From an optimization exercise on the open Yosys and OpenROAD flow, aimed at small area; shortcuts taken in it are not production practice. Only simulation tests tie the RTL to the original design; equivalence was not proved. Power and IR drop assume default switching activity.

==> flow/design.v (excerpt) <==
module sdrc_top 
           (
                   cfg_sdr_width       ,
                   cfg_colbits         ,
                    app_req        ,                   
                    app_req_addr   ,
                    app_req_len    ,
                    app_req_wr_n   ,
                    app_req_wrap   ,
                    app_req_ack    ,                  
                    app_wr_en_n    ,                   
                    app_wr_next_req,                   
                    app_rd_valid   ,                   
                    app_last_rd    ,                    
                    app_last_wr,
                    app_wr_data    ,
                    app_rd_data    ,
                    sdram_clk           ,
                    sdram_resetn        ,
                    sdr_cs_n            ,
                    sdr_cke             ,
                    sdr_ras_n           ,
                    sdr_cas_n           ,
                    sdr_we_n            ,
                    sdr_dqm             ,
  ...
clock: 12.0 ns
lec_check: 0
abc_area: 1
cap_margin: 20
core_margin: 2
core_utilization: 66
slew_margin: 20
standard.sh (not shown) runs the stock make flow with config.mk's settings and CLKGATE_MAP_FILE= SYNTH_SCRIPT=/design/flow/synth_recipe.tcl, a recipe that flattens the netlist after the stock synthesis.
==> flow/flow/run.sh <==
#!/bin/bash
# Own layout flow: the standard ORFS layout (standard.sh), with
#  - synthesis by flow/synth.tcl: the standard synthesis script, except that
#    ABC maps the combinational logic with flow/abc_area.script, and adders
#    are left to ABC too (ADDER_MAP_FILE empty: no half/full-adder cells);
#  - every input and output port buffered with sky130_fd_sc_hd__buf_1;
#  - the clock tree built from sky130_fd_sc_hd__clkbuf_8 in sink clusters of
#    up to 16 flip-flops within 50 um, without dummy loads.
# make's full output goes to flow_make.log; ORFS keeps each step's own log
# under orfs/logs/.
set -euo pipefail
W=$(pwd)
export OWN_ABC_SCRIPT=$W/flow/abc_area.script
bash standard.sh \
  SYNTH_SCRIPT=$W/flow/synth.tcl \
  ADDER_MAP_FILE= \
  "BUFFER_PORTS_ARGS=-buffer_cell sky130_fd_sc_hd__buf_1" \
  "CTS_ARGS=-sink_clustering_enable -repair_clock_nets -dont_use_dummy_load -buf_list sky130_fd_sc_hd__clkbuf_8 -sink_clustering_size 16 -sink_clustering_max_diameter 50" \
  finish > $W/flow_make.log 2>&1
grep -q "own flow abc" $W/orfs/logs/*/sdrc_top/base/1_2_yosys.log
test -s $W/out/final.def
==> flow/flow/abc_area.script <==
strash
&get -n
&fraig -x
&put
scorr
dc2
strash
dch -f
dc2
strash
&get -n
&dch -f
&nf -R 1000
&put
strash
&get -n
&dch -f
&nf -R 1000
&put
strash
&get -n
&dch -f
&nf -R 1000
&put
==> flow/flow/synth.tcl <==
# The standard synthesis (synth_recipe.tcl), except that ABC maps the
# combinational logic with flow/abc_area.script (an area-oriented &nf
# mapping) instead of ORFS's abc script. Registers are mapped before ABC
# runs, so they keep the standard synthesis's cells and names.
proc synth {args} { yosys synth -nofsm -noshare {*}$args }
proc abc {args} {
  set newargs {}
  set skip 0
  foreach a $args {
    if {$skip} { set skip 0; lappend newargs $::env(OWN_ABC_SCRIPT); continue }
    if {$a eq "-script"} { set skip 1 }
    lappend newargs $a
  }
  puts "own flow abc: $newargs"
  yosys abc {*}$newargs
}
source $::env(SCRIPTS_DIR)/synth.tcl
# left out here: clear keep_hierarchy, flatten, clean up, hide names made inside functions, write 1_2_yosys.v
Change:
--- a/flow/config.mk
+++ b/flow/config.mk
@@ -10,3 +10,3 @@
 export CORE_MARGIN = 2
-export CORE_UTILIZATION = 66
+export CORE_UTILIZATION = 60
 export SLEW_MARGIN = 20
Outcome: The new run went through all stages and came out clean; die area rose by 9.8%; final area hardly moves; sequential power hardly moves; global-route usage fell by 3.4 points; flip-flop and latch count does not change; setup slack gets worse by 5.5 ps.
Change:
--- a/flow/flow/run.sh
+++ b/flow/flow/run.sh
@@ -6,4 +6,4 @@
 #  - every input and output port buffered with sky130_fd_sc_hd__buf_1;
-#  - the clock tree built from sky130_fd_sc_hd__clkbuf_8 in sink clusters of
-#    up to 16 flip-flops within 50 um, without dummy loads.
+#  - the clock tree built from sky130_fd_sc_hd__clkbuf_4 in sink clusters of
+#    up to 10 flip-flops within 40 um, without dummy loads.
 # make's full output goes to flow_make.log; ORFS keeps each step's own log
@@ -17,3 +17,3 @@
   "BUFFER_PORTS_ARGS=-buffer_cell sky130_fd_sc_hd__buf_1" \
-  "CTS_ARGS=-sink_clustering_enable -repair_clock_nets -dont_use_dummy_load -buf_list sky130_fd_sc_hd__clkbuf_8 -sink_clustering_size 16 -sink_clustering_max_diameter 50" \
+  "CTS_ARGS=-sink_clustering_enable -repair_clock_nets -dont_use_dummy_load -buf_list sky130_fd_sc_hd__clkbuf_4 -sink_clustering_size 10 -sink_clustering_max_diameter 40" \
   finish > $W/flow_make.log 2>&1
--- a/flow/config.mk
+++ b/flow/config.mk
@@ -10,3 +10,3 @@
 export CORE_MARGIN = 2
-export CORE_UTILIZATION = 60
+export CORE_UTILIZATION = 66
 export SLEW_MARGIN = 20
Outcome: Final cell count goes down by 0.62%. Setup slack loses 83 ps. Wire length goes up by 1.5%. Hold slack loses 3.8 ps. Die area goes down by about 9%. Sequential share of layout area goes up by 0.27 points. Clock skew goes up by 63 ps. Fmax goes down by about 0.7%.

Starting RTL as in the previous note.
export LEC_CHECK = 0
export ABC_AREA = 1
export CAP_MARGIN = 20
export CORE_MARGIN = 2
export CORE_UTILIZATION = 60
export SLEW_MARGIN = 20
create_clock -name core_clock -period 12.0 [get_ports {sdram_clk}]
==> flow/flow/run.sh <==
#!/bin/bash
# Own layout flow: the standard ORFS layout (standard.sh), with
#  - synthesis by flow/synth.tcl: the standard synthesis script, except that
#    ABC maps the combinational logic with flow/abc_area.script;
#  - every input and output port buffered with sky130_fd_sc_hd__buf_1;
#  - the clock tree built from sky130_fd_sc_hd__clkbuf_8 in sink clusters of
#    up to 16 flip-flops within 50 um, without dummy loads.
# make's full output goes to flow_make.log; ORFS keeps each step's own log
# under orfs/logs/.
set -euo pipefail
W=$(pwd)
export OWN_ABC_SCRIPT=$W/flow/abc_area.script
bash standard.sh \
  SYNTH_SCRIPT=$W/flow/synth.tcl \
  "BUFFER_PORTS_ARGS=-buffer_cell sky130_fd_sc_hd__buf_1" \
  "CTS_ARGS=-sink_clustering_enable -repair_clock_nets -dont_use_dummy_load -buf_list sky130_fd_sc_hd__clkbuf_8 -sink_clustering_size 16 -sink_clustering_max_diameter 50" \
  finish > $W/flow_make.log 2>&1
grep -q "own flow abc" $W/orfs/logs/*/sdrc_top/base/1_2_yosys.log
test -s $W/out/final.def
Scripts as last shown in full above: flow/flow/abc_area.script, flow/flow/synth.tcl
The baseline passed the timing, DRC and antenna checks.
Rerun with:
==> flow/flow/run.sh (replaced) <==
#!/bin/bash
# Own layout flow: the standard ORFS layout (standard.sh), with
#  - synthesis by flow/synth.tcl: the standard synthesis script, except that
#    ABC maps the combinational logic with flow/abc_area.script, and adders
#    are left to ABC too (ADDER_MAP_FILE empty: no half/full-adder cells);
#  - every input and output port buffered with sky130_fd_sc_hd__buf_1;
#  - the clock tree built from sky130_fd_sc_hd__clkbuf_4 in sink clusters of
#    up to 10 flip-flops within 40 um, without dummy loads;
#  - power recovery (RECOVER_POWER 100) after global routing, which sizes
#    down gates that have slack to spare.
# make's full output goes to flow_make.log; ORFS keeps each step's own log
# under orfs/logs/.
set -euo pipefail
W=$(pwd)
export OWN_ABC_SCRIPT=$W/flow/abc_area.script
bash standard.sh \
  SYNTH_SCRIPT=$W/flow/synth.tcl \
  ADDER_MAP_FILE= \
  "BUFFER_PORTS_ARGS=-buffer_cell sky130_fd_sc_hd__buf_1" \
  "CTS_ARGS=-sink_clustering_enable -repair_clock_nets -dont_use_dummy_load -buf_list sky130_fd_sc_hd__clkbuf_4 -sink_clustering_size 10 -sink_clustering_max_diameter 40" \
  RECOVER_POWER=100 \
  finish > $W/flow_make.log 2>&1
grep -q "own flow abc" $W/orfs/logs/*/sdrc_top/base/1_2_yosys.log
test -s $W/out/final.def
CORE_UTILIZATION = 66   (was 60)
This time the run completed and failed the layout checks on capacitance limit, slew limit.
Worst hold slack gains 0.029 ns.
Via count goes up slightly.
Routed wire length goes up by a few percent.
Fmax barely changes.
Final cell count goes down by a few percent.
Count of clock-buffer cells in the layout goes up by 29.
Die area goes down by roughly a tenth.
Combinational power goes down by about a fifth.
Flip-flop and latch count stays the same.
First-iteration DRC count goes down slightly.
Worst setup slack loses 0.021 ns.

[re-timing with driven ports]
How much do the figures lean on ideal ports? The routed layouts below were timed once more, with nothing changed but the port constraints. Step 1, drivers: a clkbuf_16 drives sdram_clk and a buf_2 each remaining input, both assumed. Step 2 adds t to the input delays and takes it off the output delays; t is the mean of the earliest and latest rising clock arrival at the registers after step 1. Input paths then give back, and output paths get back, about the clock's delay inside the block. a / b / c = no drivers / after step 1 / after step 2; a / b = the first two.
run	t (ns)	setup slack, ns	worst setup path at the end	slew at the worst register clock pin (ns)
the first run of note 1	0.678	0.826 / 0.785 / 1.463	register to output	0.10 / 0.10
the second run of note 1	0.675	0.821 / 0.776 / 1.451	register to output	0.10 / 0.10
the third run of note 1	0.816	0.738 / 0.695 / 1.511	register to output	0.11 / 0.11
the first run of note 2	0.678	0.784 / 0.734 / 1.412	register to output	0.10 / 0.10
the second run of note 2	0.805	0.764 / 0.721 / 1.526	register to output	0.11 / 0.11
